Context: an optimization exercise on an open-source flow, tuned for small area and a short achievable clock period. The choices shown serve that exercise and are no tape-out recipe. Where RTL was checked, it was by simulation tests only, not by an equivalence proof against the original. Only the layout flow was run in run 2; the RTL was not checked for function there.

==> flow/design.v (outline; a module is shown in full before it is edited, if it fits) <==
// module alu_top: 24 lines
// module ALU: 935 lines
// module ha: 6 lines
// module fa: 6 lines
module alu_top(CLK, OP1, OP2, OPRN, OUT, ZERO);
  // ...
==> flow/run.sh <==
#!/bin/bash
# synth_recipe.tcl (not shown) runs the flow's synth.tcl, then flattens the netlist and writes it again
# the make line also repeats each setting of config.mk as NAME=value (left out here)
make -C /OpenROAD-flow-scripts/flow DESIGN_CONFIG=/design/flow/config.mk WORK_HOME=/design/flow/orfs CLKGATE_MAP_FILE= SYNTH_SCRIPT=/design/flow/synth_recipe.tcl finish
==> flow/config.mk <==
export PLATFORM = sky130hd
export DESIGN_NAME = alu_top
export DESIGN_NICKNAME = alu_top
export VERILOG_FILES = /design/flow/design.v
export SDC_FILE = /design/flow/constraint.sdc
export NUM_CORES = 4
export LEC_CHECK = 0
export CAP_MARGIN = 20
export CORE_MARGIN = 2
export CORE_UTILIZATION = 40
export SLEW_MARGIN = 20
export SYNTH_HIERARCHICAL = 1
export SYNTH_MINIMUM_KEEP_SIZE = 0
==> flow/constraint.sdc <==
create_clock -name core_clock -period 29.5 [get_ports {CLK}]
set_input_delay 5.9000 -clock core_clock [delete_from_list [all_inputs] [get_ports {CLK}]]
set_output_delay 5.9000 -clock core_clock [all_outputs]
set_load 0.01 [all_outputs]
==> reports/qor.yml, run 1 <==
outcome: "no timing/DRC/antenna violations"
grt_pass1_wl_microns: 100000
hpwlAfterDp_microns: 51300
place_ws_ns: 21.00
die_area_sq_mm: 0.0462
final_net_count: 2297
hold_class: "flip-flop to flip-flop"
cts_max_level: 3
cts.path.max_buffers: 2
max_freq_mhz: 114
finish.utilization_pct: 43.8
drc: 0
placed_area_sq_mm: 0.0190
post-route-period-util_pct: 29.6
post_cts_buffers: 0
cts_root_buf: "clkbuf_16"
cts_resized: 0
routed_wl_microns: 67500
via_per_inst: 6.16
use_met1_pct: 39.3
chipWidth_microns: 215
cts_buffers: 9
rows: 77
arrival_ns: 9.02
comb.multi_input.count: 1555
clkCellAreaFrac_pct: 1.64
dp_cells: 2480
nFlopsAndLatches: 101
critPathMostFrequentCell: "fa_1"
crit_family: "adder cells"
initial_core_util_pct: 40.4
maxCapViolations: 0
==> module ALU, before the edit <==
module ALU(OUT, ZERO, OP1, OP2, OPRN);
	input [(32 -1):0] OP1;
	input [(32 -1):0] OP2;
	input [(6 -1):0] OPRN;
	output [(32 -1):0] OUT;
	output ZERO;
	wire [3:0] op = OPRN[3:0];
	wire is_mul = (op == 4'h3);
	wire is_shl = (op == 4'h4);
	wire is_shr = (op == 4'h5);
	wire is_and = (op == 4'h6);
	wire is_or  = (op == 4'h7);
	wire is_nor = (op == 4'h8);
	wire is_sh  = is_shl | is_shr;
	wire is_log = is_and | is_or | is_nor;
	wire is_sub = (op == 4'h2) | (op == 4'ha) | (op == 4'hb) | (op == 4'he) | (op == 4'hf);
	wire is_ari = ~(is_mul | is_sh | is_log);
	wire [31:0] arev;
	genvar gi;
	generate for (gi = 0; gi < 32; gi = gi + 1) begin : rev_a
		assign arev[gi] = OP1[31-gi];
	end endgenerate
	wire [31:0] x = is_shr ? arev : OP1;
	wire [32:0] yb = {OP2, 1'b0};
	wire sh_ok = ~|OP2[31:5];
	wire [15:0] one, two, neg;
	generate for (gi = 0; gi < 16; gi = gi + 1) begin : enc
		wire y0 = yb[2*gi], y1 = yb[2*gi+1], y2 = yb[2*gi+2];
		wire hit = (OP2[4:1] == gi);
		assign one[gi] = is_sh ? (hit & ~OP2[0]) : (y0 ^ y1);
		assign two[gi] = is_sh ? (hit & OP2[0]) : ((y2 & ~y1 & ~y0) | (~y2 & y1 & y0));
		assign neg[gi] = ~is_sh & y2;
	end endgenerate
	wire pp0_0 = ((x[0] & one[0]) | (1'b0 & two[0])) ^ neg[0];
	wire pp0_1 = ((x[1] & one[0]) | (x[0] & two[0])) ^ neg[0];
	wire pp0_2 = ((x[2] & one[0]) | (x[1] & two[0])) ^ neg[0];
	wire pp0_3 = ((x[3] & one[0]) | (x[2] & two[0])) ^ neg[0];
	wire pp0_4 = ((x[4] & one[0]) | (x[3] & two[0])) ^ neg[0];
	wire pp0_5 = ((x[5] & one[0]) | (x[4] & two[0])) ^ neg[0];
	wire pp0_6 = ((x[6] & one[0]) | (x[5] & two[0])) ^ neg[0];
	wire pp0_7 = ((x[7] & one[0]) | (x[6] & two[0])) ^ neg[0];
	wire pp0_8 = ((x[8] & one[0]) | (x[7] & two[0])) ^ neg[0];
	wire pp0_9 = ((x[9] & one[0]) | (x[8] & two[0])) ^ neg[0];
	wire pp0_10 = ((x[10] & one[0]) | (x[9] & two[0])) ^ neg[0];
	wire pp0_11 = ((x[11] & one[0]) | (x[10] & two[0])) ^ neg[0];
	wire pp0_12 = ((x[12] & one[0]) | (x[11] & two[0])) ^ neg[0];
	wire pp0_13 = ((x[13] & one[0]) | (x[12] & two[0])) ^ neg[0];
	wire pp0_14 = ((x[14] & one[0]) | (x[13] & two[0])) ^ neg[0];
	wire pp0_15 = ((x[15] & one[0]) | (x[14] & two[0])) ^ neg[0];
	wire pp0_16 = ((x[16] & one[0]) | (x[15] & two[0])) ^ neg[0];
	wire pp0_17 = ((x[17] & one[0]) | (x[16] & two[0])) ^ neg[0];
	wire pp0_18 = ((x[18] & one[0]) | (x[17] & two[0])) ^ neg[0];
	wire pp0_19 = ((x[19] & one[0]) | (x[18] & two[0])) ^ neg[0];
	wire pp0_20 = ((x[20] & one[0]) | (x[19] & two[0])) ^ neg[0];
	wire pp0_21 = ((x[21] & one[0]) | (x[20] & two[0])) ^ neg[0];
	wire pp0_22 = ((x[22] & one[0]) | (x[21] & two[0])) ^ neg[0];
	wire pp0_23 = ((x[23] & one[0]) | (x[22] & two[0])) ^ neg[0];
	wire pp0_24 = ((x[24] & one[0]) | (x[23] & two[0])) ^ neg[0];
	wire pp0_25 = ((x[25] & one[0]) | (x[24] & two[0])) ^ neg[0];
	wire pp0_26 = ((x[26] & one[0]) | (x[25] & two[0])) ^ neg[0];
	wire pp0_27 = ((x[27] & one[0]) | (x[26] & two[0])) ^ neg[0];
	wire pp0_28 = ((x[28] & one[0]) | (x[27] & two[0])) ^ neg[0];
	wire pp0_29 = ((x[29] & one[0]) | (x[28] & two[0])) ^ neg[0];
	wire pp0_30 = ((x[30] & one[0]) | (x[29] & two[0])) ^ neg[0];
	wire pp0_31 = ((x[31] & one[0]) | (x[30] & two[0])) ^ neg[0];
	wire pp1_0 = ((x[0] & one[1]) | (1'b0 & two[1])) ^ neg[1];
	wire pp1_1 = ((x[1] & one[1]) | (x[0] & two[1])) ^ neg[1];
	wire pp1_2 = ((x[2] & one[1]) | (x[1] & two[1])) ^ neg[1];
	wire pp1_3 = ((x[3] & one[1]) | (x[2] & two[1])) ^ neg[1];
	wire pp1_4 = ((x[4] & one[1]) | (x[3] & two[1])) ^ neg[1];
	wire pp1_5 = ((x[5] & one[1]) | (x[4] & two[1])) ^ neg[1];
	wire pp1_6 = ((x[6] & one[1]) | (x[5] & two[1])) ^ neg[1];
	wire pp1_7 = ((x[7] & one[1]) | (x[6] & two[1])) ^ neg[1];
	wire pp1_8 = ((x[8] & one[1]) | (x[7] & two[1])) ^ neg[1];
	wire pp1_9 = ((x[9] & one[1]) | (x[8] & two[1])) ^ neg[1];
	wire pp1_10 = ((x[10] & one[1]) | (x[9] & two[1])) ^ neg[1];
	wire pp1_11 = ((x[11] & one[1]) | (x[10] & two[1])) ^ neg[1];
	wire pp1_12 = ((x[12] & one[1]) | (x[11] & two[1])) ^ neg[1];
	wire pp1_13 = ((x[13] & one[1]) | (x[12] & two[1])) ^ neg[1];
	wire pp1_14 = ((x[14] & one[1]) | (x[13] & two[1])) ^ neg[1];
	wire pp1_15 = ((x[15] & one[1]) | (x[14] & two[1])) ^ neg[1];
	wire pp1_16 = ((x[16] & one[1]) | (x[15] & two[1])) ^ neg[1];
	wire pp1_17 = ((x[17] & one[1]) | (x[16] & two[1])) ^ neg[1];
	wire pp1_18 = ((x[18] & one[1]) | (x[17] & two[1])) ^ neg[1];
	wire pp1_19 = ((x[19] & one[1]) | (x[18] & two[1])) ^ neg[1];
	wire pp1_20 = ((x[20] & one[1]) | (x[19] & two[1])) ^ neg[1];
	wire pp1_21 = ((x[21] & one[1]) | (x[20] & two[1])) ^ neg[1];
	wire pp1_22 = ((x[22] & one[1]) | (x[21] & two[1])) ^ neg[1];
	wire pp1_23 = ((x[23] & one[1]) | (x[22] & two[1])) ^ neg[1];
	wire pp1_24 = ((x[24] & one[1]) | (x[23] & two[1])) ^ neg[1];
	wire pp1_25 = ((x[25] & one[1]) | (x[24] & two[1])) ^ neg[1];
	wire pp1_26 = ((x[26] & one[1]) | (x[25] & two[1])) ^ neg[1];
	wire pp1_27 = ((x[27] & one[1]) | (x[26] & two[1])) ^ neg[1];
	wire pp1_28 = ((x[28] & one[1]) | (x[27] & two[1])) ^ neg[1];
	wire pp1_29 = ((x[29] & one[1]) | (x[28] & two[1])) ^ neg[1];
	wire pp2_0 = ((x[0] & one[2]) | (1'b0 & two[2])) ^ neg[2];
	wire pp2_1 = ((x[1] & one[2]) | (x[0] & two[2])) ^ neg[2];
	wire pp2_2 = ((x[2] & one[2]) | (x[1] & two[2])) ^ neg[2];
	wire pp2_3 = ((x[3] & one[2]) | (x[2] & two[2])) ^ neg[2];
	wire pp2_4 = ((x[4] & one[2]) | (x[3] & two[2])) ^ neg[2];
	wire pp2_5 = ((x[5] & one[2]) | (x[4] & two[2])) ^ neg[2];
	wire pp2_6 = ((x[6] & one[2]) | (x[5] & two[2])) ^ neg[2];
	wire pp2_7 = ((x[7] & one[2]) | (x[6] & two[2])) ^ neg[2];
	wire pp2_8 = ((x[8] & one[2]) | (x[7] & two[2])) ^ neg[2];
	wire pp2_9 = ((x[9] & one[2]) | (x[8] & two[2])) ^ neg[2];
	wire pp2_10 = ((x[10] & one[2]) | (x[9] & two[2])) ^ neg[2];
	wire pp2_11 = ((x[11] & one[2]) | (x[10] & two[2])) ^ neg[2];
	wire pp2_12 = ((x[12] & one[2]) | (x[11] & two[2])) ^ neg[2];
	wire pp2_13 = ((x[13] & one[2]) | (x[12] & two[2])) ^ neg[2];
	wire pp2_14 = ((x[14] & one[2]) | (x[13] & two[2])) ^ neg[2];
	wire pp2_15 = ((x[15] & one[2]) | (x[14] & two[2])) ^ neg[2];
	wire pp2_16 = ((x[16] & one[2]) | (x[15] & two[2])) ^ neg[2];
	wire pp2_17 = ((x[17] & one[2]) | (x[16] & two[2])) ^ neg[2];
	wire pp2_18 = ((x[18] & one[2]) | (x[17] & two[2])) ^ neg[2];
	wire pp2_19 = ((x[19] & one[2]) | (x[18] & two[2])) ^ neg[2];
	wire pp2_20 = ((x[20] & one[2]) | (x[19] & two[2])) ^ neg[2];
	wire pp2_21 = ((x[21] & one[2]) | (x[20] & two[2])) ^ neg[2];
	wire pp2_22 = ((x[22] & one[2]) | (x[21] & two[2])) ^ neg[2];
	wire pp2_23 = ((x[23] & one[2]) | (x[22] & two[2])) ^ neg[2];
	wire pp2_24 = ((x[24] & one[2]) | (x[23] & two[2])) ^ neg[2];
	wire pp2_25 = ((x[25] & one[2]) | (x[24] & two[2])) ^ neg[2];
	wire pp2_26 = ((x[26] & one[2]) | (x[25] & two[2])) ^ neg[2];
	wire pp2_27 = ((x[27] & one[2]) | (x[26] & two[2])) ^ neg[2];
	wire pp3_0 = ((x[0] & one[3]) | (1'b0 & two[3])) ^ neg[3];
	wire pp3_1 = ((x[1] & one[3]) | (x[0] & two[3])) ^ neg[3];
	wire pp3_2 = ((x[2] & one[3]) | (x[1] & two[3])) ^ neg[3];
	wire pp3_3 = ((x[3] & one[3]) | (x[2] & two[3])) ^ neg[3];
	wire pp3_4 = ((x[4] & one[3]) | (x[3] & two[3])) ^ neg[3];
	wire pp3_5 = ((x[5] & one[3]) | (x[4] & two[3])) ^ neg[3];
	wire pp3_6 = ((x[6] & one[3]) | (x[5] & two[3])) ^ neg[3];
	wire pp3_7 = ((x[7] & one[3]) | (x[6] & two[3])) ^ neg[3];
	wire pp3_8 = ((x[8] & one[3]) | (x[7] & two[3])) ^ neg[3];
	wire pp3_9 = ((x[9] & one[3]) | (x[8] & two[3])) ^ neg[3];
	wire pp3_10 = ((x[10] & one[3]) | (x[9] & two[3])) ^ neg[3];
	wire pp3_11 = ((x[11] & one[3]) | (x[10] & two[3])) ^ neg[3];
	wire pp3_12 = ((x[12] & one[3]) | (x[11] & two[3])) ^ neg[3];
	wire pp3_13 = ((x[13] & one[3]) | (x[12] & two[3])) ^ neg[3];
	wire pp3_14 = ((x[14] & one[3]) | (x[13] & two[3])) ^ neg[3];
	wire pp3_15 = ((x[15] & one[3]) | (x[14] & two[3])) ^ neg[3];
	wire pp3_16 = ((x[16] & one[3]) | (x[15] & two[3])) ^ neg[3];
	wire pp3_17 = ((x[17] & one[3]) | (x[16] & two[3])) ^ neg[3];
	wire pp3_18 = ((x[18] & one[3]) | (x[17] & two[3])) ^ neg[3];
	wire pp3_19 = ((x[19] & one[3]) | (x[18] & two[3])) ^ neg[3];
	wire pp3_20 = ((x[20] & one[3]) | (x[19] & two[3])) ^ neg[3];
	wire pp3_21 = ((x[21] & one[3]) | (x[20] & two[3])) ^ neg[3];
	wire pp3_22 = ((x[22] & one[3]) | (x[21] & two[3])) ^ neg[3];
	wire pp3_23 = ((x[23] & one[3]) | (x[22] & two[3])) ^ neg[3];
	wire pp3_24 = ((x[24] & one[3]) | (x[23] & two[3])) ^ neg[3];
	wire pp3_25 = ((x[25] & one[3]) | (x[24] & two[3])) ^ neg[3];
	wire pp4_0 = ((x[0] & one[4]) | (1'b0 & two[4])) ^ neg[4];
	wire pp4_1 = ((x[1] & one[4]) | (x[0] & two[4])) ^ neg[4];
	wire pp4_2 = ((x[2] & one[4]) | (x[1] & two[4])) ^ neg[4];
	wire pp4_3 = ((x[3] & one[4]) | (x[2] & two[4])) ^ neg[4];
	wire pp4_4 = ((x[4] & one[4]) | (x[3] & two[4])) ^ neg[4];
	wire pp4_5 = ((x[5] & one[4]) | (x[4] & two[4])) ^ neg[4];
	wire pp4_6 = ((x[6] & one[4]) | (x[5] & two[4])) ^ neg[4];
	wire pp4_7 = ((x[7] & one[4]) | (x[6] & two[4])) ^ neg[4];
	wire pp4_8 = ((x[8] & one[4]) | (x[7] & two[4])) ^ neg[4];
	wire pp4_9 = ((x[9] & one[4]) | (x[8] & two[4])) ^ neg[4];
	wire pp4_10 = ((x[10] & one[4]) | (x[9] & two[4])) ^ neg[4];
	wire pp4_11 = ((x[11] & one[4]) | (x[10] & two[4])) ^ neg[4];
	wire pp4_12 = ((x[12] & one[4]) | (x[11] & two[4])) ^ neg[4];
	wire pp4_13 = ((x[13] & one[4]) | (x[12] & two[4])) ^ neg[4];
	wire pp4_14 = ((x[14] & one[4]) | (x[13] & two[4])) ^ neg[4];
	wire pp4_15 = ((x[15] & one[4]) | (x[14] & two[4])) ^ neg[4];
	wire pp4_16 = ((x[16] & one[4]) | (x[15] & two[4])) ^ neg[4];
	wire pp4_17 = ((x[17] & one[4]) | (x[16] & two[4])) ^ neg[4];
	wire pp4_18 = ((x[18] & one[4]) | (x[17] & two[4])) ^ neg[4];
	wire pp4_19 = ((x[19] & one[4]) | (x[18] & two[4])) ^ neg[4];
	wire pp4_20 = ((x[20] & one[4]) | (x[19] & two[4])) ^ neg[4];
	wire pp4_21 = ((x[21] & one[4]) | (x[20] & two[4])) ^ neg[4];
	wire pp4_22 = ((x[22] & one[4]) | (x[21] & two[4])) ^ neg[4];
	wire pp4_23 = ((x[23] & one[4]) | (x[22] & two[4])) ^ neg[4];
	wire pp5_0 = ((x[0] & one[5]) | (1'b0 & two[5])) ^ neg[5];
	wire pp5_1 = ((x[1] & one[5]) | (x[0] & two[5])) ^ neg[5];
	wire pp5_2 = ((x[2] & one[5]) | (x[1] & two[5])) ^ neg[5];
	wire pp5_3 = ((x[3] & one[5]) | (x[2] & two[5])) ^ neg[5];
	wire pp5_4 = ((x[4] & one[5]) | (x[3] & two[5])) ^ neg[5];
	wire pp5_5 = ((x[5] & one[5]) | (x[4] & two[5])) ^ neg[5];
	wire pp5_6 = ((x[6] & one[5]) | (x[5] & two[5])) ^ neg[5];
	wire pp5_7 = ((x[7] & one[5]) | (x[6] & two[5])) ^ neg[5];
	wire pp5_8 = ((x[8] & one[5]) | (x[7] & two[5])) ^ neg[5];
	wire pp5_9 = ((x[9] & one[5]) | (x[8] & two[5])) ^ neg[5];
	wire pp5_10 = ((x[10] & one[5]) | (x[9] & two[5])) ^ neg[5];
	wire pp5_11 = ((x[11] & one[5]) | (x[10] & two[5])) ^ neg[5];
	wire pp5_12 = ((x[12] & one[5]) | (x[11] & two[5])) ^ neg[5];
	wire pp5_13 = ((x[13] & one[5]) | (x[12] & two[5])) ^ neg[5];
	wire pp5_14 = ((x[14] & one[5]) | (x[13] & two[5])) ^ neg[5];
	wire pp5_15 = ((x[15] & one[5]) | (x[14] & two[5])) ^ neg[5];
	wire pp5_16 = ((x[16] & one[5]) | (x[15] & two[5])) ^ neg[5];
	wire pp5_17 = ((x[17] & one[5]) | (x[16] & two[5])) ^ neg[5];
	wire pp5_18 = ((x[18] & one[5]) | (x[17] & two[5])) ^ neg[5];
	wire pp5_19 = ((x[19] & one[5]) | (x[18] & two[5])) ^ neg[5];
	wire pp5_20 = ((x[20] & one[5]) | (x[19] & two[5])) ^ neg[5];
	wire pp5_21 = ((x[21] & one[5]) | (x[20] & two[5])) ^ neg[5];
	wire pp6_0 = ((x[0] & one[6]) | (1'b0 & two[6])) ^ neg[6];
	wire pp6_1 = ((x[1] & one[6]) | (x[0] & two[6])) ^ neg[6];
	wire pp6_2 = ((x[2] & one[6]) | (x[1] & two[6])) ^ neg[6];
	wire pp6_3 = ((x[3] & one[6]) | (x[2] & two[6])) ^ neg[6];
	wire pp6_4 = ((x[4] & one[6]) | (x[3] & two[6])) ^ neg[6];
	wire pp6_5 = ((x[5] & one[6]) | (x[4] & two[6])) ^ neg[6];
	wire pp6_6 = ((x[6] & one[6]) | (x[5] & two[6])) ^ neg[6];
	wire pp6_7 = ((x[7] & one[6]) | (x[6] & two[6])) ^ neg[6];
	wire pp6_8 = ((x[8] & one[6]) | (x[7] & two[6])) ^ neg[6];
	wire pp6_9 = ((x[9] & one[6]) | (x[8] & two[6])) ^ neg[6];
	wire pp6_10 = ((x[10] & one[6]) | (x[9] & two[6])) ^ neg[6];
	wire pp6_11 = ((x[11] & one[6]) | (x[10] & two[6])) ^ neg[6];
	wire pp6_12 = ((x[12] & one[6]) | (x[11] & two[6])) ^ neg[6];
	wire pp6_13 = ((x[13] & one[6]) | (x[12] & two[6])) ^ neg[6];
	wire pp6_14 = ((x[14] & one[6]) | (x[13] & two[6])) ^ neg[6];
	wire pp6_15 = ((x[15] & one[6]) | (x[14] & two[6])) ^ neg[6];
	wire pp6_16 = ((x[16] & one[6]) | (x[15] & two[6])) ^ neg[6];
	wire pp6_17 = ((x[17] & one[6]) | (x[16] & two[6])) ^ neg[6];
	wire pp6_18 = ((x[18] & one[6]) | (x[17] & two[6])) ^ neg[6];
	wire pp6_19 = ((x[19] & one[6]) | (x[18] & two[6])) ^ neg[6];
	wire pp7_0 = ((x[0] & one[7]) | (1'b0 & two[7])) ^ neg[7];
	wire pp7_1 = ((x[1] & one[7]) | (x[0] & two[7])) ^ neg[7];
	wire pp7_2 = ((x[2] & one[7]) | (x[1] & two[7])) ^ neg[7];
	wire pp7_3 = ((x[3] & one[7]) | (x[2] & two[7])) ^ neg[7];
	wire pp7_4 = ((x[4] & one[7]) | (x[3] & two[7])) ^ neg[7];
	wire pp7_5 = ((x[5] & one[7]) | (x[4] & two[7])) ^ neg[7];
	wire pp7_6 = ((x[6] & one[7]) | (x[5] & two[7])) ^ neg[7];
	wire pp7_7 = ((x[7] & one[7]) | (x[6] & two[7])) ^ neg[7];
	wire pp7_8 = ((x[8] & one[7]) | (x[7] & two[7])) ^ neg[7];
	wire pp7_9 = ((x[9] & one[7]) | (x[8] & two[7])) ^ neg[7];
	wire pp7_10 = ((x[10] & one[7]) | (x[9] & two[7])) ^ neg[7];
	wire pp7_11 = ((x[11] & one[7]) | (x[10] & two[7])) ^ neg[7];
	wire pp7_12 = ((x[12] & one[7]) | (x[11] & two[7])) ^ neg[7];
	wire pp7_13 = ((x[13] & one[7]) | (x[12] & two[7])) ^ neg[7];
	wire pp7_14 = ((x[14] & one[7]) | (x[13] & two[7])) ^ neg[7];
	wire pp7_15 = ((x[15] & one[7]) | (x[14] & two[7])) ^ neg[7];
	wire pp7_16 = ((x[16] & one[7]) | (x[15] & two[7])) ^ neg[7];
	wire pp7_17 = ((x[17] & one[7]) | (x[16] & two[7])) ^ neg[7];
	wire pp8_0 = ((x[0] & one[8]) | (1'b0 & two[8])) ^ neg[8];
	wire pp8_1 = ((x[1] & one[8]) | (x[0] & two[8])) ^ neg[8];
	wire pp8_2 = ((x[2] & one[8]) | (x[1] & two[8])) ^ neg[8];
	wire pp8_3 = ((x[3] & one[8]) | (x[2] & two[8])) ^ neg[8];
	wire pp8_4 = ((x[4] & one[8]) | (x[3] & two[8])) ^ neg[8];
	wire pp8_5 = ((x[5] & one[8]) | (x[4] & two[8])) ^ neg[8];
	wire pp8_6 = ((x[6] & one[8]) | (x[5] & two[8])) ^ neg[8];
	wire pp8_7 = ((x[7] & one[8]) | (x[6] & two[8])) ^ neg[8];
	wire pp8_8 = ((x[8] & one[8]) | (x[7] & two[8])) ^ neg[8];
	wire pp8_9 = ((x[9] & one[8]) | (x[8] & two[8])) ^ neg[8];
	wire pp8_10 = ((x[10] & one[8]) | (x[9] & two[8])) ^ neg[8];
	wire pp8_11 = ((x[11] & one[8]) | (x[10] & two[8])) ^ neg[8];
	wire pp8_12 = ((x[12] & one[8]) | (x[11] & two[8])) ^ neg[8];
	wire pp8_13 = ((x[13] & one[8]) | (x[12] & two[8])) ^ neg[8];
	wire pp8_14 = ((x[14] & one[8]) | (x[13] & two[8])) ^ neg[8];
	wire pp8_15 = ((x[15] & one[8]) | (x[14] & two[8])) ^ neg[8];
	wire pp9_0 = ((x[0] & one[9]) | (1'b0 & two[9])) ^ neg[9];
	wire pp9_1 = ((x[1] & one[9]) | (x[0] & two[9])) ^ neg[9];
	wire pp9_2 = ((x[2] & one[9]) | (x[1] & two[9])) ^ neg[9];
	wire pp9_3 = ((x[3] & one[9]) | (x[2] & two[9])) ^ neg[9];
	wire pp9_4 = ((x[4] & one[9]) | (x[3] & two[9])) ^ neg[9];
	wire pp9_5 = ((x[5] & one[9]) | (x[4] & two[9])) ^ neg[9];
	wire pp9_6 = ((x[6] & one[9]) | (x[5] & two[9])) ^ neg[9];
	wire pp9_7 = ((x[7] & one[9]) | (x[6] & two[9])) ^ neg[9];
	wire pp9_8 = ((x[8] & one[9]) | (x[7] & two[9])) ^ neg[9];
	wire pp9_9 = ((x[9] & one[9]) | (x[8] & two[9])) ^ neg[9];
	wire pp9_10 = ((x[10] & one[9]) | (x[9] & two[9])) ^ neg[9];
	wire pp9_11 = ((x[11] & one[9]) | (x[10] & two[9])) ^ neg[9];
	wire pp9_12 = ((x[12] & one[9]) | (x[11] & two[9])) ^ neg[9];
	wire pp9_13 = ((x[13] & one[9]) | (x[12] & two[9])) ^ neg[9];
	wire pp10_0 = ((x[0] & one[10]) | (1'b0 & two[10])) ^ neg[10];
	wire pp10_1 = ((x[1] & one[10]) | (x[0] & two[10])) ^ neg[10];
	wire pp10_2 = ((x[2] & one[10]) | (x[1] & two[10])) ^ neg[10];
	wire pp10_3 = ((x[3] & one[10]) | (x[2] & two[10])) ^ neg[10];
	wire pp10_4 = ((x[4] & one[10]) | (x[3] & two[10])) ^ neg[10];
	wire pp10_5 = ((x[5] & one[10]) | (x[4] & two[10])) ^ neg[10];
	wire pp10_6 = ((x[6] & one[10]) | (x[5] & two[10])) ^ neg[10];
	wire pp10_7 = ((x[7] & one[10]) | (x[6] & two[10])) ^ neg[10];
	wire pp10_8 = ((x[8] & one[10]) | (x[7] & two[10])) ^ neg[10];
	wire pp10_9 = ((x[9] & one[10]) | (x[8] & two[10])) ^ neg[10];
	wire pp10_10 = ((x[10] & one[10]) | (x[9] & two[10])) ^ neg[10];
	wire pp10_11 = ((x[11] & one[10]) | (x[10] & two[10])) ^ neg[10];
	wire pp11_0 = ((x[0] & one[11]) | (1'b0 & two[11])) ^ neg[11];
	wire pp11_1 = ((x[1] & one[11]) | (x[0] & two[11])) ^ neg[11];
	wire pp11_2 = ((x[2] & one[11]) | (x[1] & two[11])) ^ neg[11];
	wire pp11_3 = ((x[3] & one[11]) | (x[2] & two[11])) ^ neg[11];
	wire pp11_4 = ((x[4] & one[11]) | (x[3] & two[11])) ^ neg[11];
	wire pp11_5 = ((x[5] & one[11]) | (x[4] & two[11])) ^ neg[11];
	wire pp11_6 = ((x[6] & one[11]) | (x[5] & two[11])) ^ neg[11];
	wire pp11_7 = ((x[7] & one[11]) | (x[6] & two[11])) ^ neg[11];
	wire pp11_8 = ((x[8] & one[11]) | (x[7] & two[11])) ^ neg[11];
	wire pp11_9 = ((x[9] & one[11]) | (x[8] & two[11])) ^ neg[11];
	wire pp12_0 = ((x[0] & one[12]) | (1'b0 & two[12])) ^ neg[12];
	wire pp12_1 = ((x[1] & one[12]) | (x[0] & two[12])) ^ neg[12];
	wire pp12_2 = ((x[2] & one[12]) | (x[1] & two[12])) ^ neg[12];
	wire pp12_3 = ((x[3] & one[12]) | (x[2] & two[12])) ^ neg[12];
	wire pp12_4 = ((x[4] & one[12]) | (x[3] & two[12])) ^ neg[12];
	wire pp12_5 = ((x[5] & one[12]) | (x[4] & two[12])) ^ neg[12];
	wire pp12_6 = ((x[6] & one[12]) | (x[5] & two[12])) ^ neg[12];
	wire pp12_7 = ((x[7] & one[12]) | (x[6] & two[12])) ^ neg[12];
	wire pp13_0 = ((x[0] & one[13]) | (1'b0 & two[13])) ^ neg[13];
	wire pp13_1 = ((x[1] & one[13]) | (x[0] & two[13])) ^ neg[13];
	wire pp13_2 = ((x[2] & one[13]) | (x[1] & two[13])) ^ neg[13];
	wire pp13_3 = ((x[3] & one[13]) | (x[2] & two[13])) ^ neg[13];
	wire pp13_4 = ((x[4] & one[13]) | (x[3] & two[13])) ^ neg[13];
	wire pp13_5 = ((x[5] & one[13]) | (x[4] & two[13])) ^ neg[13];
	wire pp14_0 = ((x[0] & one[14]) | (1'b0 & two[14])) ^ neg[14];
	wire pp14_1 = ((x[1] & one[14]) | (x[0] & two[14])) ^ neg[14];
	wire pp14_2 = ((x[2] & one[14]) | (x[1] & two[14])) ^ neg[14];
	wire pp14_3 = ((x[3] & one[14]) | (x[2] & two[14])) ^ neg[14];
	wire pp15_0 = ((x[0] & one[15]) | (1'b0 & two[15])) ^ neg[15];
	wire pp15_1 = ((x[1] & one[15]) | (x[0] & two[15])) ^ neg[15];
	wire s0, c0;
	fa u_fa0(s0, c0, neg[1], pp0_2, pp1_0);
	wire hs0, hc0;
	ha u_ha0(hs0, hc0, pp0_3, pp1_1);
	wire s1, c1;
	fa u_fa1(s1, c1, neg[2], pp0_4, pp1_2);
	wire s2, c2;
	fa u_fa2(s2, c2, pp2_0, hc0, s1);
	wire s3, c3;
	fa u_fa3(s3, c3, pp0_5, pp1_3, pp2_1);
	wire hs1, hc1;
	ha u_ha1(hs1, hc1, c1, s3);
	wire s4, c4;
	fa u_fa4(s4, c4, neg[3], pp0_6, pp1_4);
	wire s5, c5;
	fa u_fa5(s5, c5, pp2_2, pp3_0, c3);
	wire s6, c6;
	fa u_fa6(s6, c6, s4, hc1, s5);
	wire s7, c7;
	fa u_fa7(s7, c7, pp0_7, pp1_5, pp2_3);
	wire s8, c8;
	fa u_fa8(s8, c8, pp3_1, c4, s7);
	wire hs2, hc2;
	ha u_ha2(hs2, hc2, c5, s8);
	wire s9, c9;
	fa u_fa9(s9, c9, neg[4], pp0_8, pp1_6);
	wire s10, c10;
	fa u_fa10(s10, c10, pp2_4, pp3_2, pp4_0);
	wire s11, c11;
	fa u_fa11(s11, c11, c7, s9, s10);
	wire hs3, hc3;
	ha u_ha3(hs3, hc3, c8, s11);
	wire s12, c12;
	fa u_fa12(s12, c12, pp0_9, pp1_7, pp2_5);
	wire s13, c13;
	fa u_fa13(s13, c13, pp3_3, pp4_1, c9);
	wire s14, c14;
	fa u_fa14(s14, c14, c10, s12, s13);
	wire s15, c15;
	fa u_fa15(s15, c15, c11, hc3, s14);
	wire s16, c16;
	fa u_fa16(s16, c16, neg[5], pp0_10, pp1_8);
	wire s17, c17;
	fa u_fa17(s17, c17, pp2_6, pp3_4, pp4_2);
	wire s18, c18;
	fa u_fa18(s18, c18, pp5_0, c12, s16);
	wire s19, c19;
	fa u_fa19(s19, c19, s17, c13, s18);
	wire hs4, hc4;
	ha u_ha4(hs4, hc4, c14, s19);
	wire s20, c20;
	fa u_fa20(s20, c20, pp0_11, pp1_9, pp2_7);
	wire s21, c21;
	fa u_fa21(s21, c21, pp3_5, pp4_3, pp5_1);
	wire s22, c22;
	fa u_fa22(s22, c22, c16, c17, s20);
	wire s23, c23;
	fa u_fa23(s23, c23, s21, c18, s22);
	wire hs5, hc5;
	ha u_ha5(hs5, hc5, c19, s23);
	wire s24, c24;
	fa u_fa24(s24, c24, neg[6], pp0_12, pp1_10);
	wire s25, c25;
	fa u_fa25(s25, c25, pp2_8, pp3_6, pp4_4);
	wire s26, c26;
	fa u_fa26(s26, c26, pp5_2, pp6_0, c20);
	wire s27, c27;
	fa u_fa27(s27, c27, c21, s24, s25);
	wire s28, c28;
	fa u_fa28(s28, c28, s26, c22, s27);
	wire hs6, hc6;
	ha u_ha6(hs6, hc6, c23, s28);
	wire s29, c29;
	fa u_fa29(s29, c29, pp0_13, pp1_11, pp2_9);
	wire s30, c30;
	fa u_fa30(s30, c30, pp3_7, pp4_5, pp5_3);
	wire s31, c31;
	fa u_fa31(s31, c31, pp6_1, c24, c25);
	wire s32, c32;
	fa u_fa32(s32, c32, s29, s30, c26);
	wire s33, c33;
	fa u_fa33(s33, c33, s31, c27, s32);
	wire s34, c34;
	fa u_fa34(s34, c34, c28, hc6, s33);
	wire s35, c35;
	fa u_fa35(s35, c35, neg[7], pp0_14, pp1_12);
	wire s36, c36;
	fa u_fa36(s36, c36, pp2_10, pp3_8, pp4_6);
	wire s37, c37;
	fa u_fa37(s37, c37, pp5_4, pp6_2, pp7_0);
	wire s38, c38;
	fa u_fa38(s38, c38, c29, c30, s35);
	wire s39, c39;
	fa u_fa39(s39, c39, s36, s37, c31);
	wire s40, c40;
	fa u_fa40(s40, c40, s38, c32, s39);
	wire hs7, hc7;
	ha u_ha7(hs7, hc7, c33, s40);
	wire s41, c41;
	fa u_fa41(s41, c41, pp0_15, pp1_13, pp2_11);
	wire s42, c42;
	fa u_fa42(s42, c42, pp3_9, pp4_7, pp5_5);
	wire s43, c43;
	fa u_fa43(s43, c43, pp6_3, pp7_1, c35);
	wire s44, c44;
	fa u_fa44(s44, c44, c36, c37, s41);
	wire s45, c45;
	fa u_fa45(s45, c45, s42, s43, c38);
	wire s46, c46;
	fa u_fa46(s46, c46, s44, c39, s45);
	wire s47, c47;
	fa u_fa47(s47, c47, c40, s46, hc7);
	wire s48, c48;
	fa u_fa48(s48, c48, neg[8], pp0_16, pp1_14);
	wire s49, c49;
	fa u_fa49(s49, c49, pp2_12, pp3_10, pp4_8);
	wire s50, c50;
	fa u_fa50(s50, c50, pp5_6, pp6_4, pp7_2);
	wire s51, c51;
	fa u_fa51(s51, c51, pp8_0, c41, c42);
	wire s52, c52;
	fa u_fa52(s52, c52, s48, s49, s50);
	wire s53, c53;
	fa u_fa53(s53, c53, c43, s51, c44);
	wire s54, c54;
	fa u_fa54(s54, c54, s52, c45, s53);
	wire hs8, hc8;
	ha u_ha8(hs8, hc8, c46, s54);
	wire s55, c55;
	fa u_fa55(s55, c55, pp0_17, pp1_15, pp2_13);
	wire s56, c56;
	fa u_fa56(s56, c56, pp3_11, pp4_9, pp5_7);
	wire s57, c57;
	fa u_fa57(s57, c57, pp6_5, pp7_3, pp8_1);
	wire s58, c58;
	fa u_fa58(s58, c58, c48, c49, c50);
	wire s59, c59;
	fa u_fa59(s59, c59, s55, s56, s57);
	wire s60, c60;
	fa u_fa60(s60, c60, c51, s58, c52);
	wire s61, c61;
	fa u_fa61(s61, c61, s59, c53, s60);
	wire hs9, hc9;
	ha u_ha9(hs9, hc9, c54, s61);
	wire s62, c62;
	fa u_fa62(s62, c62, neg[9], pp0_18, pp1_16);
	wire s63, c63;
	fa u_fa63(s63, c63, pp2_14, pp3_12, pp4_10);
	wire s64, c64;
	fa u_fa64(s64, c64, pp5_8, pp6_6, pp7_4);
	wire s65, c65;
	fa u_fa65(s65, c65, pp8_2, pp9_0, c55);
	wire s66, c66;
	fa u_fa66(s66, c66, c56, c57, s62);
	wire s67, c67;
	fa u_fa67(s67, c67, s63, s64, c58);
	wire s68, c68;
	fa u_fa68(s68, c68, s65, c59, s66);
	wire s69, c69;
	fa u_fa69(s69, c69, c60, s67, s68);
	wire s70, c70;
	fa u_fa70(s70, c70, c61, s69, hc9);
	wire s71, c71;
	fa u_fa71(s71, c71, pp0_19, pp1_17, pp2_15);
	wire s72, c72;
	fa u_fa72(s72, c72, pp3_13, pp4_11, pp5_9);
	wire s73, c73;
	fa u_fa73(s73, c73, pp6_7, pp7_5, pp8_3);
	wire s74, c74;
	fa u_fa74(s74, c74, pp9_1, c62, c63);
	wire s75, c75;
	fa u_fa75(s75, c75, c64, s71, s72);
	wire s76, c76;
	fa u_fa76(s76, c76, s73, c65, s74);
	wire s77, c77;
	fa u_fa77(s77, c77, c66, s75, c67);
	wire s78, c78;
	fa u_fa78(s78, c78, c68, s76, s77);
	wire hs10, hc10;
	ha u_ha10(hs10, hc10, c69, s78);
	wire s79, c79;
	fa u_fa79(s79, c79, neg[10], pp0_20, pp1_18);
	wire s80, c80;
	fa u_fa80(s80, c80, pp2_16, pp3_14, pp4_12);
	wire s81, c81;
	fa u_fa81(s81, c81, pp5_10, pp6_8, pp7_6);
	wire s82, c82;
	fa u_fa82(s82, c82, pp8_4, pp9_2, pp10_0);
	wire s83, c83;
	fa u_fa83(s83, c83, c71, c72, c73);
	wire s84, c84;
	fa u_fa84(s84, c84, s79, s80, s81);
	wire s85, c85;
	fa u_fa85(s85, c85, s82, c74, s83);
	wire s86, c86;
	fa u_fa86(s86, c86, c75, s84, c76);
	wire s87, c87;
	fa u_fa87(s87, c87, s85, c77, s86);
	wire s88, c88;
	fa u_fa88(s88, c88, c78, s87, hc10);
	wire s89, c89;
	fa u_fa89(s89, c89, pp0_21, pp1_19, pp2_17);
	wire s90, c90;
	fa u_fa90(s90, c90, pp3_15, pp4_13, pp5_11);
	wire s91, c91;
	fa u_fa91(s91, c91, pp6_9, pp7_7, pp8_5);
	wire s92, c92;
	fa u_fa92(s92, c92, pp9_3, pp10_1, c79);
	wire s93, c93;
	fa u_fa93(s93, c93, c80, c81, c82);
	wire s94, c94;
	fa u_fa94(s94, c94, s89, s90, s91);
	wire s95, c95;
	fa u_fa95(s95, c95, c83, s92, s93);
	wire s96, c96;
	fa u_fa96(s96, c96, c84, s94, c85);
	wire s97, c97;
	fa u_fa97(s97, c97, s95, c86, s96);
	wire hs11, hc11;
	ha u_ha11(hs11, hc11, c87, s97);
	wire s98, c98;
	fa u_fa98(s98, c98, neg[11], pp0_22, pp1_20);
	wire s99, c99;
	fa u_fa99(s99, c99, pp2_18, pp3_16, pp4_14);
	wire s100, c100;
	fa u_fa100(s100, c100, pp5_12, pp6_10, pp7_8);
	wire s101, c101;
	fa u_fa101(s101, c101, pp8_6, pp9_4, pp10_2);
	wire s102, c102;
	fa u_fa102(s102, c102, pp11_0, c89, c90);
	wire s103, c103;
	fa u_fa103(s103, c103, c91, s98, s99);
	wire s104, c104;
	fa u_fa104(s104, c104, s100, s101, c92);
	wire s105, c105;
	fa u_fa105(s105, c105, c93, s102, c94);
	wire s106, c106;
	fa u_fa106(s106, c106, s103, c95, s104);
	wire s107, c107;
	fa u_fa107(s107, c107, s105, c96, s106);
	wire hs12, hc12;
	ha u_ha12(hs12, hc12, c97, s107);
	wire s108, c108;
	fa u_fa108(s108, c108, pp0_23, pp1_21, pp2_19);
	wire s109, c109;
	fa u_fa109(s109, c109, pp3_17, pp4_15, pp5_13);
	wire s110, c110;
	fa u_fa110(s110, c110, pp6_11, pp7_9, pp8_7);
	wire s111, c111;
	fa u_fa111(s111, c111, pp9_5, pp10_3, pp11_1);
	wire s112, c112;
	fa u_fa112(s112, c112, c98, c99, c100);
	wire s113, c113;
	fa u_fa113(s113, c113, c101, s108, s109);
	wire s114, c114;
	fa u_fa114(s114, c114, s110, s111, c102);
	wire s115, c115;
	fa u_fa115(s115, c115, s112, c103, s113);
	wire s116, c116;
	fa u_fa116(s116, c116, c104, c105, s114);
	wire s117, c117;
	fa u_fa117(s117, c117, s115, c106, s116);
	wire hs13, hc13;
	ha u_ha13(hs13, hc13, c107, s117);
	wire s118, c118;
	fa u_fa118(s118, c118, neg[12], pp0_24, pp1_22);
	wire s119, c119;
	fa u_fa119(s119, c119, pp2_20, pp3_18, pp4_16);
	wire s120, c120;
	fa u_fa120(s120, c120, pp5_14, pp6_12, pp7_10);
	wire s121, c121;
	fa u_fa121(s121, c121, pp8_8, pp9_6, pp10_4);
	wire s122, c122;
	fa u_fa122(s122, c122, pp11_2, pp12_0, c108);
	wire s123, c123;
	fa u_fa123(s123, c123, c109, c110, c111);
	wire s124, c124;
	fa u_fa124(s124, c124, s118, s119, s120);
	wire s125, c125;
	fa u_fa125(s125, c125, s121, c112, s122);
	wire s126, c126;
	fa u_fa126(s126, c126, s123, c113, s124);
	wire s127, c127;
	fa u_fa127(s127, c127, c114, c115, s125);
	wire s128, c128;
	fa u_fa128(s128, c128, s126, c116, s127);
	wire s129, c129;
	fa u_fa129(s129, c129, c117, s128, hc13);
	wire s130, c130;
	fa u_fa130(s130, c130, pp0_25, pp1_23, pp2_21);
	wire s131, c131;
	fa u_fa131(s131, c131, pp3_19, pp4_17, pp5_15);
	wire s132, c132;
	fa u_fa132(s132, c132, pp6_13, pp7_11, pp8_9);
	wire s133, c133;
	fa u_fa133(s133, c133, pp9_7, pp10_5, pp11_3);
	wire s134, c134;
	fa u_fa134(s134, c134, pp12_1, c118, c119);
	wire s135, c135;
	fa u_fa135(s135, c135, c120, c121, s130);
	wire s136, c136;
	fa u_fa136(s136, c136, s131, s132, s133);
	wire s137, c137;
	fa u_fa137(s137, c137, c122, c123, s134);
	wire s138, c138;
	fa u_fa138(s138, c138, c124, s135, s136);
	wire s139, c139;
	fa u_fa139(s139, c139, c125, c126, s137);
	wire s140, c140;
	fa u_fa140(s140, c140, s138, c127, s139);
	wire hs14, hc14;
	ha u_ha14(hs14, hc14, c128, s140);
	wire s141, c141;
	fa u_fa141(s141, c141, neg[13], pp0_26, pp1_24);
	wire s142, c142;
	fa u_fa142(s142, c142, pp2_22, pp3_20, pp4_18);
	wire s143, c143;
	fa u_fa143(s143, c143, pp5_16, pp6_14, pp7_12);
	wire s144, c144;
	fa u_fa144(s144, c144, pp8_10, pp9_8, pp10_6);
	wire s145, c145;
	fa u_fa145(s145, c145, pp11_4, pp12_2, pp13_0);
	wire s146, c146;
	fa u_fa146(s146, c146, c130, c131, c132);
	wire s147, c147;
	fa u_fa147(s147, c147, c133, s141, s142);
	wire s148, c148;
	fa u_fa148(s148, c148, s143, s144, s145);
	wire s149, c149;
	fa u_fa149(s149, c149, c134, s146, c135);
	wire s150, c150;
	fa u_fa150(s150, c150, c136, s147, s148);
	wire s151, c151;
	fa u_fa151(s151, c151, c137, c138, s149);
	wire s152, c152;
	fa u_fa152(s152, c152, s150, c139, s151);
	wire s153, c153;
	fa u_fa153(s153, c153, c140, s152, hc14);
	wire s154, c154;
	fa u_fa154(s154, c154, pp0_27, pp1_25, pp2_23);
	wire s155, c155;
	fa u_fa155(s155, c155, pp3_21, pp4_19, pp5_17);
	wire s156, c156;
	fa u_fa156(s156, c156, pp6_15, pp7_13, pp8_11);
	wire s157, c157;
	fa u_fa157(s157, c157, pp9_9, pp10_7, pp11_5);
	wire s158, c158;
	fa u_fa158(s158, c158, pp12_3, pp13_1, c141);
	wire s159, c159;
	fa u_fa159(s159, c159, c142, c143, c144);
	wire s160, c160;
	fa u_fa160(s160, c160, c145, s154, s155);
	wire s161, c161;
	fa u_fa161(s161, c161, s156, s157, c146);
	wire s162, c162;
	fa u_fa162(s162, c162, s158, s159, c147);
	wire s163, c163;
	fa u_fa163(s163, c163, c148, s160, c149);
	wire s164, c164;
	fa u_fa164(s164, c164, s161, c150, s162);
	wire s165, c165;
	fa u_fa165(s165, c165, c151, s163, s164);
	wire hs15, hc15;
	ha u_ha15(hs15, hc15, c152, s165);
	wire s166, c166;
	fa u_fa166(s166, c166, neg[14], pp0_28, pp1_26);
	wire s167, c167;
	fa u_fa167(s167, c167, pp2_24, pp3_22, pp4_20);
	wire s168, c168;
	fa u_fa168(s168, c168, pp5_18, pp6_16, pp7_14);
	wire s169, c169;
	fa u_fa169(s169, c169, pp8_12, pp9_10, pp10_8);
	wire s170, c170;
	fa u_fa170(s170, c170, pp11_6, pp12_4, pp13_2);
	wire s171, c171;
	fa u_fa171(s171, c171, pp14_0, c154, c155);
	wire s172, c172;
	fa u_fa172(s172, c172, c156, c157, s166);
	wire s173, c173;
	fa u_fa173(s173, c173, s167, s168, s169);
	wire s174, c174;
	fa u_fa174(s174, c174, s170, c158, c159);
	wire s175, c175;
	fa u_fa175(s175, c175, s171, c160, s172);
	wire s176, c176;
	fa u_fa176(s176, c176, s173, c161, c162);
	wire s177, c177;
	fa u_fa177(s177, c177, s174, s175, c163);
	wire s178, c178;
	fa u_fa178(s178, c178, c164, s176, s177);
	wire s179, c179;
	fa u_fa179(s179, c179, c165, hc15, s178);
	wire s180, c180;
	fa u_fa180(s180, c180, pp0_29, pp1_27, pp2_25);
	wire s181, c181;
	fa u_fa181(s181, c181, pp3_23, pp4_21, pp5_19);
	wire s182, c182;
	fa u_fa182(s182, c182, pp6_17, pp7_15, pp8_13);
	wire s183, c183;
	fa u_fa183(s183, c183, pp9_11, pp10_9, pp11_7);
	wire s184, c184;
	fa u_fa184(s184, c184, pp12_5, pp13_3, pp14_1);
	wire s185, c185;
	fa u_fa185(s185, c185, c166, c167, c168);
	wire s186, c186;
	fa u_fa186(s186, c186, c169, c170, s180);
	wire s187, c187;
	fa u_fa187(s187, c187, s181, s182, s183);
	wire s188, c188;
	fa u_fa188(s188, c188, s184, c171, s185);
	wire s189, c189;
	fa u_fa189(s189, c189, c172, c173, s186);
	wire s190, c190;
	fa u_fa190(s190, c190, s187, c174, c175);
	wire s191, c191;
	fa u_fa191(s191, c191, s188, s189, c176);
	wire s192, c192;
	fa u_fa192(s192, c192, s190, c177, s191);
	wire hs16, hc16;
	ha u_ha16(hs16, hc16, c178, s192);
	wire s193, c193;
	fa u_fa193(s193, c193, neg[15], pp0_30, pp1_28);
	wire s194, c194;
	fa u_fa194(s194, c194, pp2_26, pp3_24, pp4_22);
	wire s195, c195;
	fa u_fa195(s195, c195, pp5_20, pp6_18, pp7_16);
	wire s196, c196;
	fa u_fa196(s196, c196, pp8_14, pp9_12, pp10_10);
	wire s197, c197;
	fa u_fa197(s197, c197, pp11_8, pp12_6, pp13_4);
	wire s198, c198;
	fa u_fa198(s198, c198, pp14_2, pp15_0, c180);
	wire s199, c199;
	fa u_fa199(s199, c199, c181, c182, c183);
	wire s200, c200;
	fa u_fa200(s200, c200, c184, s193, s194);
	wire s201, c201;
	fa u_fa201(s201, c201, s195, s196, s197);
	wire s202, c202;
	fa u_fa202(s202, c202, c185, s198, s199);
	wire s203, c203;
	fa u_fa203(s203, c203, c186, c187, s200);
	wire s204, c204;
	fa u_fa204(s204, c204, s201, c188, c189);
	wire s205, c205;
	fa u_fa205(s205, c205, s202, s203, c190);
	wire s206, c206;
	fa u_fa206(s206, c206, s204, c191, s205);
	wire s207, c207;
	fa u_fa207(s207, c207, c192, s206, hc16);
	wire s208, c208;
	fa u_fa208(s208, c208, pp0_31, pp1_29, pp2_27);
	wire s209, c209;
	fa u_fa209(s209, c209, pp3_25, pp4_23, pp5_21);
	wire s210, c210;
	fa u_fa210(s210, c210, pp6_19, pp7_17, pp8_15);
	wire s211, c211;
	fa u_fa211(s211, c211, pp9_13, pp10_11, pp11_9);
	wire s212, c212;
	fa u_fa212(s212, c212, pp12_7, pp13_5, pp14_3);
	wire s213, c213;
	fa u_fa213(s213, c213, pp15_1, c193, c194);
	wire s214, c214;
	fa u_fa214(s214, c214, c195, c196, c197);
	wire s215, c215;
	fa u_fa215(s215, c215, s208, s209, s210);
	wire s216, c216;
	fa u_fa216(s216, c216, s211, s212, c198);
	wire s217, c217;
	fa u_fa217(s217, c217, c199, s213, s214);
	wire s218, c218;
	fa u_fa218(s218, c218, c200, c201, s215);
	wire s219, c219;
	fa u_fa219(s219, c219, c202, s216, c203);
	wire s220, c220;
	fa u_fa220(s220, c220, s217, s218, c204);
	wire s221, c221;
	fa u_fa221(s221, c221, s219, c205, s220);
	wire hs17, hc17;
	ha u_ha17(hs17, hc17, c206, s221);
	wire [31:0] ms = {c207, s207, c179, s179, c153, s153, c129, s129, hc12, hc11, c88, s88, c70, s70, hc8, c47, s47, c34, s34, hc5, hc4, c15, s15, hc2, c6, s6, c2, s2, c0, s0, pp0_1, pp0_0};
	wire [31:0] mc = {hs17, 1'b0, hs16, 1'b0, hs15, 1'b0, hs14, 1'b0, hs13, hs12, hs11, 1'b0, hs10, 1'b0, hs9, hs8, 1'b0, hs7, 1'b0, hs6, hs5, hs4, 1'b0, hs3, hs2, 1'b0, hs1, 1'b0, hs0, 1'b0, 1'b0, neg[0]};
	wire [31:0] fx = is_ari ? OP1 : ms;
	wire [31:0] fy = is_ari ? (OP2 ^ {32{is_sub}}) : mc;
	wire fci = is_ari & is_sub;
	wire [31:0] pg_p = fx ^ fy;
	wire [31:0] pg_g = fx & fy;
	wire G0_0 = pg_g[0] | (pg_p[0] & fci);
	wire G1_0 = pg_g[1] | (pg_p[1] & G0_0);
	wire G3_2 = pg_g[3] | (pg_p[3] & pg_g[2]);
	wire P3_2 = pg_p[3] & pg_p[2];
	wire G5_4 = pg_g[5] | (pg_p[5] & pg_g[4]);
	wire P5_4 = pg_p[5] & pg_p[4];
	wire G7_6 = pg_g[7] | (pg_p[7] & pg_g[6]);
	wire P7_6 = pg_p[7] & pg_p[6];
	wire G9_8 = pg_g[9] | (pg_p[9] & pg_g[8]);
	wire P9_8 = pg_p[9] & pg_p[8];
	wire G11_10 = pg_g[11] | (pg_p[11] & pg_g[10]);
	wire P11_10 = pg_p[11] & pg_p[10];
	wire G13_12 = pg_g[13] | (pg_p[13] & pg_g[12]);
	wire P13_12 = pg_p[13] & pg_p[12];
	wire G15_14 = pg_g[15] | (pg_p[15] & pg_g[14]);
	wire P15_14 = pg_p[15] & pg_p[14];
	wire G17_16 = pg_g[17] | (pg_p[17] & pg_g[16]);
	wire P17_16 = pg_p[17] & pg_p[16];
	wire G19_18 = pg_g[19] | (pg_p[19] & pg_g[18]);
	wire P19_18 = pg_p[19] & pg_p[18];
	wire G21_20 = pg_g[21] | (pg_p[21] & pg_g[20]);
	wire P21_20 = pg_p[21] & pg_p[20];
	wire G23_22 = pg_g[23] | (pg_p[23] & pg_g[22]);
	wire P23_22 = pg_p[23] & pg_p[22];
	wire G25_24 = pg_g[25] | (pg_p[25] & pg_g[24]);
	wire P25_24 = pg_p[25] & pg_p[24];
	wire G27_26 = pg_g[27] | (pg_p[27] & pg_g[26]);
	wire P27_26 = pg_p[27] & pg_p[26];
	wire G29_28 = pg_g[29] | (pg_p[29] & pg_g[28]);
	wire P29_28 = pg_p[29] & pg_p[28];
	wire G31_30 = pg_g[31] | (pg_p[31] & pg_g[30]);
	wire P31_30 = pg_p[31] & pg_p[30];
	wire G2_0 = pg_g[2] | (pg_p[2] & G1_0);
	wire G3_0 = G3_2 | (P3_2 & G1_0);
	wire G6_4 = pg_g[6] | (pg_p[6] & G5_4);
	wire P6_4 = pg_p[6] & P5_4;
	wire G7_4 = G7_6 | (P7_6 & G5_4);
	wire P7_4 = P7_6 & P5_4;
	wire G10_8 = pg_g[10] | (pg_p[10] & G9_8);
	wire P10_8 = pg_p[10] & P9_8;
	wire G11_8 = G11_10 | (P11_10 & G9_8);
	wire P11_8 = P11_10 & P9_8;
	wire G14_12 = pg_g[14] | (pg_p[14] & G13_12);
	wire P14_12 = pg_p[14] & P13_12;
	wire G15_12 = G15_14 | (P15_14 & G13_12);
	wire P15_12 = P15_14 & P13_12;
	wire G18_16 = pg_g[18] | (pg_p[18] & G17_16);
	wire P18_16 = pg_p[18] & P17_16;
	wire G19_16 = G19_18 | (P19_18 & G17_16);
	wire P19_16 = P19_18 & P17_16;
	wire G22_20 = pg_g[22] | (pg_p[22] & G21_20);
	wire P22_20 = pg_p[22] & P21_20;
	wire G23_20 = G23_22 | (P23_22 & G21_20);
	wire P23_20 = P23_22 & P21_20;
	wire G26_24 = pg_g[26] | (pg_p[26] & G25_24);
	wire P26_24 = pg_p[26] & P25_24;
	wire G27_24 = G27_26 | (P27_26 & G25_24);
	wire P27_24 = P27_26 & P25_24;
	wire G30_28 = pg_g[30] | (pg_p[30] & G29_28);
	wire P30_28 = pg_p[30] & P29_28;
	wire G31_28 = G31_30 | (P31_30 & G29_28);
	wire P31_28 = P31_30 & P29_28;
	wire G4_0 = pg_g[4] | (pg_p[4] & G3_0);
	wire G5_0 = G5_4 | (P5_4 & G3_0);
	wire G6_0 = G6_4 | (P6_4 & G3_0);
	wire G7_0 = G7_4 | (P7_4 & G3_0);
	wire G12_8 = pg_g[12] | (pg_p[12] & G11_8);
	wire P12_8 = pg_p[12] & P11_8;
	wire G13_8 = G13_12 | (P13_12 & G11_8);
	wire P13_8 = P13_12 & P11_8;
	wire G14_8 = G14_12 | (P14_12 & G11_8);
	wire P14_8 = P14_12 & P11_8;
	wire G15_8 = G15_12 | (P15_12 & G11_8);
	wire P15_8 = P15_12 & P11_8;
	wire G20_16 = pg_g[20] | (pg_p[20] & G19_16);
	wire P20_16 = pg_p[20] & P19_16;
	wire G21_16 = G21_20 | (P21_20 & G19_16);
	wire P21_16 = P21_20 & P19_16;
	wire G22_16 = G22_20 | (P22_20 & G19_16);
	wire P22_16 = P22_20 & P19_16;
	wire G23_16 = G23_20 | (P23_20 & G19_16);
	wire P23_16 = P23_20 & P19_16;
	wire G28_24 = pg_g[28] | (pg_p[28] & G27_24);
	wire P28_24 = pg_p[28] & P27_24;
	wire G29_24 = G29_28 | (P29_28 & G27_24);
	wire P29_24 = P29_28 & P27_24;
	wire G30_24 = G30_28 | (P30_28 & G27_24);
	wire P30_24 = P30_28 & P27_24;
	wire G31_24 = G31_28 | (P31_28 & G27_24);
	wire P31_24 = P31_28 & P27_24;
	wire G8_0 = pg_g[8] | (pg_p[8] & G7_0);
	wire G9_0 = G9_8 | (P9_8 & G7_0);
	wire G10_0 = G10_8 | (P10_8 & G7_0);
	wire G11_0 = G11_8 | (P11_8 & G7_0);
	wire G12_0 = G12_8 | (P12_8 & G7_0);
	wire G13_0 = G13_8 | (P13_8 & G7_0);
	wire G14_0 = G14_8 | (P14_8 & G7_0);
	wire G15_0 = G15_8 | (P15_8 & G7_0);
	wire G24_16 = pg_g[24] | (pg_p[24] & G23_16);
	wire P24_16 = pg_p[24] & P23_16;
	wire G25_16 = G25_24 | (P25_24 & G23_16);
	wire P25_16 = P25_24 & P23_16;
	wire G26_16 = G26_24 | (P26_24 & G23_16);
	wire P26_16 = P26_24 & P23_16;
	wire G27_16 = G27_24 | (P27_24 & G23_16);
	wire P27_16 = P27_24 & P23_16;
	wire G28_16 = G28_24 | (P28_24 & G23_16);
	wire P28_16 = P28_24 & P23_16;
	wire G29_16 = G29_24 | (P29_24 & G23_16);
	wire P29_16 = P29_24 & P23_16;
	wire G30_16 = G30_24 | (P30_24 & G23_16);
	wire P30_16 = P30_24 & P23_16;
	wire G31_16 = G31_24 | (P31_24 & G23_16);
	wire P31_16 = P31_24 & P23_16;
	wire G16_0 = pg_g[16] | (pg_p[16] & G15_0);
	wire G17_0 = G17_16 | (P17_16 & G15_0);
	wire G18_0 = G18_16 | (P18_16 & G15_0);
	wire G19_0 = G19_16 | (P19_16 & G15_0);
	wire G20_0 = G20_16 | (P20_16 & G15_0);
	wire G21_0 = G21_16 | (P21_16 & G15_0);
	wire G22_0 = G22_16 | (P22_16 & G15_0);
	wire G23_0 = G23_16 | (P23_16 & G15_0);
	wire G24_0 = G24_16 | (P24_16 & G15_0);
	wire G25_0 = G25_16 | (P25_16 & G15_0);
	wire G26_0 = G26_16 | (P26_16 & G15_0);
	wire G27_0 = G27_16 | (P27_16 & G15_0);
	wire G28_0 = G28_16 | (P28_16 & G15_0);
	wire G29_0 = G29_16 | (P29_16 & G15_0);
	wire G30_0 = G30_16 | (P30_16 & G15_0);
	wire G31_0 = G31_16 | (P31_16 & G15_0);
	wire [31:0] cy = {G30_0, G29_0, G28_0, G27_0, G26_0, G25_0, G24_0, G23_0, G22_0, G21_0, G20_0, G19_0, G18_0, G17_0, G16_0, G15_0, G14_0, G13_0, G12_0, G11_0, G10_0, G9_0, G8_0, G7_0, G6_0, G5_0, G4_0, G3_0, G2_0, G1_0, G0_0, fci};
	wire [31:0] sum = pg_p ^ cy;
	wire [31:0] srev;
	generate for (gi = 0; gi < 32; gi = gi + 1) begin : rev_s
		assign srev[gi] = sum[31-gi];
	end endgenerate
	wire [31:0] lg = ({32{is_and}} & (OP1 & OP2)) | ({32{is_or}} & (OP1 | OP2)) | ({32{is_nor}} & ~(OP1 | OP2));
	wire sh_zero = is_sh & ~sh_ok;   
	assign OUT = ({32{~is_shr & ~is_log & ~sh_zero}} & sum) | ({32{is_shr & sh_ok}} & srev) | lg;
	wire [31:0] zq = {fx[30:0] | fy[30:0], 1'b0} | {32{fci}};
	wire zs = &(~(fx ^ fy ^ zq));
	assign ZERO = is_log ? ~|lg : (sh_zero | zs);
endmodule
==> inputs of run 2 (changes only) <==
--- a/flow/design.v
+++ b/flow/design.v
@@ -54,9 +54,9 @@
 	generate for (gi = 0; gi < 16; gi = gi + 1) begin : enc
 		wire y0 = yb[2*gi], y1 = yb[2*gi+1], y2 = yb[2*gi+2];
 		wire hit = (OP2[4:1] == gi);
-		assign one[gi] = is_sh ? (hit & ~OP2[0]) : (y0 ^ y1);
-		assign two[gi] = is_sh ? (hit & OP2[0]) : ((y2 & ~y1 & ~y0) | (~y2 & y1 & y0));
-		assign neg[gi] = ~is_sh & y2;
+		assign one[gi] = (is_sh & hit & ~OP2[0]) | (is_mul & (y0 ^ y1)) | (is_ari & (gi == 0));
+		assign two[gi] = (is_sh & hit & OP2[0]) | (is_mul & ((y2 & ~y1 & ~y0) | (~y2 & y1 & y0)));
+		assign neg[gi] = is_mul & y2;
 	end endgenerate
 	wire pp0_0 = ((x[0] & one[0]) | (1'b0 & two[0])) ^ neg[0];
 	wire pp0_1 = ((x[1] & one[0]) | (x[0] & two[0])) ^ neg[0];
@@ -810,10 +810,10 @@
 	fa u_fa221(s221, c221, s219, c205, s220);
 	wire hs17, hc17;
 	ha u_ha17(hs17, hc17, c206, s221);
-	wire [31:0] ms = {c207, s207, c179, s179, c153, s153, c129, s129, hc12, hc11, c88, s88, c70, s70, hc8, c47, s47, c34, s34, hc5, hc4, c15, s15, hc2, c6, s6, c2, s2, c0, s0, pp0_1, pp0_0};
-	wire [31:0] mc = {hs17, 1'b0, hs16, 1'b0, hs15, 1'b0, hs14, 1'b0, hs13, hs12, hs11, 1'b0, hs10, 1'b0, hs9, hs8, 1'b0, hs7, 1'b0, hs6, hs5, hs4, 1'b0, hs3, hs2, 1'b0, hs1, 1'b0, hs0, 1'b0, 1'b0, neg[0]};
-	wire [31:0] fx = is_ari ? OP1 : ms;
-	wire [31:0] fy = is_ari ? (OP2 ^ {32{is_sub}}) : mc;
+	wire [31:0] ms = {hs17, s207, hs16, s179, hs15, s153, hs14, s129, hs13, hs12, hs11, s88, hs10, s70, hs9, hs8, s47, hs7, s34, hs6, hs5, hs4, s15, hs3, hs2, s6, hs1, s2, hs0, s0, pp0_1, pp0_0};
+	wire [31:0] mc = {c207, 1'b0, c179, 1'b0, c153, 1'b0, c129, 1'b0, hc12, hc11, c88, 1'b0, c70, 1'b0, hc8, c47, 1'b0, c34, 1'b0, hc5, hc4, c15, 1'b0, hc2, c6, 1'b0, c2, 1'b0, c0, 1'b0, 1'b0, neg[0]};
+	wire [31:0] fx = ms;
+	wire [31:0] fy = mc | ({32{is_ari}} & (OP2 ^ {32{is_sub}}));
 	wire fci = is_ari & is_sub;
 	wire [31:0] pg_p = fx ^ fy;
 	wire [31:0] pg_g = fx & fy;
--- a/flow/config.mk
+++ b/flow/config.mk
@@ -5,9 +5,9 @@
 export SDC_FILE = /design/flow/constraint.sdc
 export NUM_CORES = 4
 export LEC_CHECK = 0
-export CAP_MARGIN = 20
+export CAP_MARGIN = 50
 export CORE_MARGIN = 2
 export CORE_UTILIZATION = 40
-export SLEW_MARGIN = 20
+export SLEW_MARGIN = 70
 export SYNTH_HIERARCHICAL = 1
 export SYNTH_MINIMUM_KEEP_SIZE = 0
==> run 2 against run 1 <==
  * Critical path depth grew 3
  * Non-clock buffer count grew 61
  * Synthesized cell count shrank 2.7%
  * Register-to-register slack lost 0.42 ns
  * Via count grew 2.2%
  * Global-route usage grew 1.0 points
  * Cell area grew 3.9%
==> reports/qor.yml, run 2 <==
wl_per_cell_microns: 26.9  # was 27.0 microns
numPortBuffers: 101  # unchanged
syn-cell-area_sq_mm: 0.0174  # was 0.0178 sq mm
cts_root_buf: "clkbuf_16"  # unchanged
post-route-period-util_pct: 31.1  # was 29.6%
arrival_ns: 9.40  # was 9.02 ns
grt.overflow.total: 0  # unchanged
routed_wl_microns: 67200  # was 67500 microns
syn_inst: 1870  # was 1921
setup-violations-final: 0  # unchanged
hpwlAfterDp_microns: 51300  # about the same
placed_area_sq_mm: 0.0196  # was 0.0190 sq mm
holdPathStages: 2  # was 3
critPathMostFrequentCell: "fa_1"  # unchanged
n_antenna_cell: 0  # unchanged
drc: 0  # unchanged
routabilityCongestion: 0.948  # was 0.964
grt_pass1_wl_microns: 101000  # was 100000 microns
syn_nets: 2268  # was 2319
grt_max_degree: 44  # was 52
start_kind: "flip-flop"  # unchanged
timing.rr.end: "out_q[31]"  # was zero_q
via_per_inst: 6.28  # was 6.16
finish.utilization_pct: 46.7  # was 43.8%
hold_class: "flip-flop to flip-flop"  # unchanged
crit_family: "adder cells"  # unchanged
reg_top3: "op1_q: 32 flops, op2_q: 32 flops, out_q: 32 flops"  # unchanged
num_io_pins: 104  # unchanged
cts_resized: 0  # unchanged
final_net_count: 2309  # was 2297
initial_core_util_pct: 40.5  # was 40.4%
rows: 76  # was 77
fin_cells: 2501  # was 2496
post_cts_buffers: 0  # unchanged
cts.path.max_buffers: 2  # unchanged
dp_cells: 2481  # was 2480
outcome: "no timing/DRC/antenna violations"  # unchanged
final.min_clock_period_ns: 9.16  # was 8.74 ns
cts_sinks: 101  # unchanged
critPathCaptureType: "flip-flop"  # unchanged
cts_buffers: 9  # unchanged
worst_pin_slew_ns: 0.484  # was 1.13 ns
area_delta_synth_final_pct: 15.5  # was 8.49%
setup_ws_ns: 20.34  # was 20.76 ns
hold_viol_final: 0  # unchanged
rr_startpoint: "oprn_q[2]"  # unchanged
ff2ff_path_depth: 27  # was 24
cts_max_level: 3  # unchanged
clock_skew_ns: 0.0162  # was 0.00632 ns
maxCapViolations: 0  # unchanged
place_ws_ns: 20.32  # was 21.00 ns
core_area_sq_mm: 0.0430  # was 0.0441 sq mm
avgSynthCellArea_sq_um: 9.30  # was 9.27 sq um
chipWidth_microns: 212  # was 215 microns
max_freq_mhz: 109  # was 114 MHz
clkSlewWorstSetupHoldPaths_ns: 0.07  # was 0.08 ns
hold_end: "out_q[26]"  # was out_q[2]
slew_violations: 0  # unchanged
die_area_sq_mm: 0.0451  # was 0.0462 sq mm
path_buf_inv: 4  # was 3
insertion_delay_ns: 0.36  # was 0.37 ns
ant_nets: 0  # unchanged
first_iter_violations: 1917  # was 1663
crit_required_ns: 29.73  # was 29.78 ns
[run 2: per-stage QoR]
| step | hold slack (ns) |
|---|---|
| global placement | 0.695 |
| finish | 0.750 |
| global route | 0.766 |
| floorplan | 0.523 |
| detailed placement | 0.699 |
| CTS | 0.724 |
[run 2: final cells by class]
| cell class | instances | area, sq um |
|---|---|---|
| Multi-Input combinational cell | 1505 | 14900 |
| Tap cell | 585 | 732 |
| Clock buffer | 10 | 229 |
| Clock inverter | 6 | 65.1 |
| Inverter | 113 | 435 |
| Timing Repair Buffer | 181 | 1700 |
| Sequential cell | 101 | 2060 |
| Fill cell | 4153 | 22900 |
[run 2: per-layer routing]
layer	global-route usage (%)	part of all wire, %	vias up
met5	0	0.019	-
met4	11.1	4.5	2
met3	6.03	9.7	162
met2	47.0	45	899
met1	41.0	41	7947
li1	-	-	6702
[run 2: worst max-delay path by stage]
stage	from	endpoint	slack [ns]	cells past startpoint
final	oprn_q[2]	out_q[31]	20.34	27
after CTS	oprn_q[2]	out_q[31]	20.29	27
after global placement	oprn_q[2]	out_q[31]	19.70	26
after floorplan	oprn_q[3]	out_q[0]	21.85	30
after global routing	oprn_q[2]	out_q[0]	20.01	27
after detailed placement	oprn_q[2]	out_q[31]	20.32	27
[run 2: worst register-to-register path, cell delays in order, from the launching register on]
cell	delay, ns
dfxtp_1	0.61
nor2b_2	0.22
buf_4	0.37
nor2b_4	0.40
and2_2	0.21
buf_8	0.27
buf_12	0.30
mux2_4	0.48
a22oi_1	0.27
xnor2_1	0.12
fa_1	0.45
fa_1	0.40
fa_1	0.40
fa_1	0.51
fa_1	0.41
ha_1	0.20
fa_1	0.62
inv_1	0.07
ha_1	0.42
nand3_1	0.11
o211ai_1	0.19
a221oi_1	0.43
nor2_1	0.09
nor3_2	0.36
a21oi_2	0.13
o21a_1	0.21
or3_1	0.39
a311o_1	0.39

what the ideal ports hide:
How much do the figures lean on ideal ports? The routed layouts below were timed once more, with nothing changed but the port constraints. Step 1 (the two cells are an assumption about what drives the block):
set clk [get_ports {CLK}]
set_driving_cell -lib_cell sky130_fd_sc_hd__clkbuf_16 $clk
set_driving_cell -lib_cell sky130_fd_sc_hd__buf_2 [delete_from_list [all_inputs] $clk]
Step 2, shift: input delay + t, output delay - t, t = (earliest + latest rising clock arrival at the registers) / 2. This alone moves slack from input paths to output paths. Slacks: ideal ports / drivers / drivers and shift; pairs: ideal ports / drivers.
run	shift t [ns]	slack for setup (ns)	clock arrival spread, ns	pins driven straight from the clock port
run 1	0.419	20.760 / 20.760 / 20.760	0.007 / 0.008	1
run 2	0.397	20.338 / 20.338 / 20.338	0.016 / 0.017	1
After both steps every run listed still meets setup and hold.
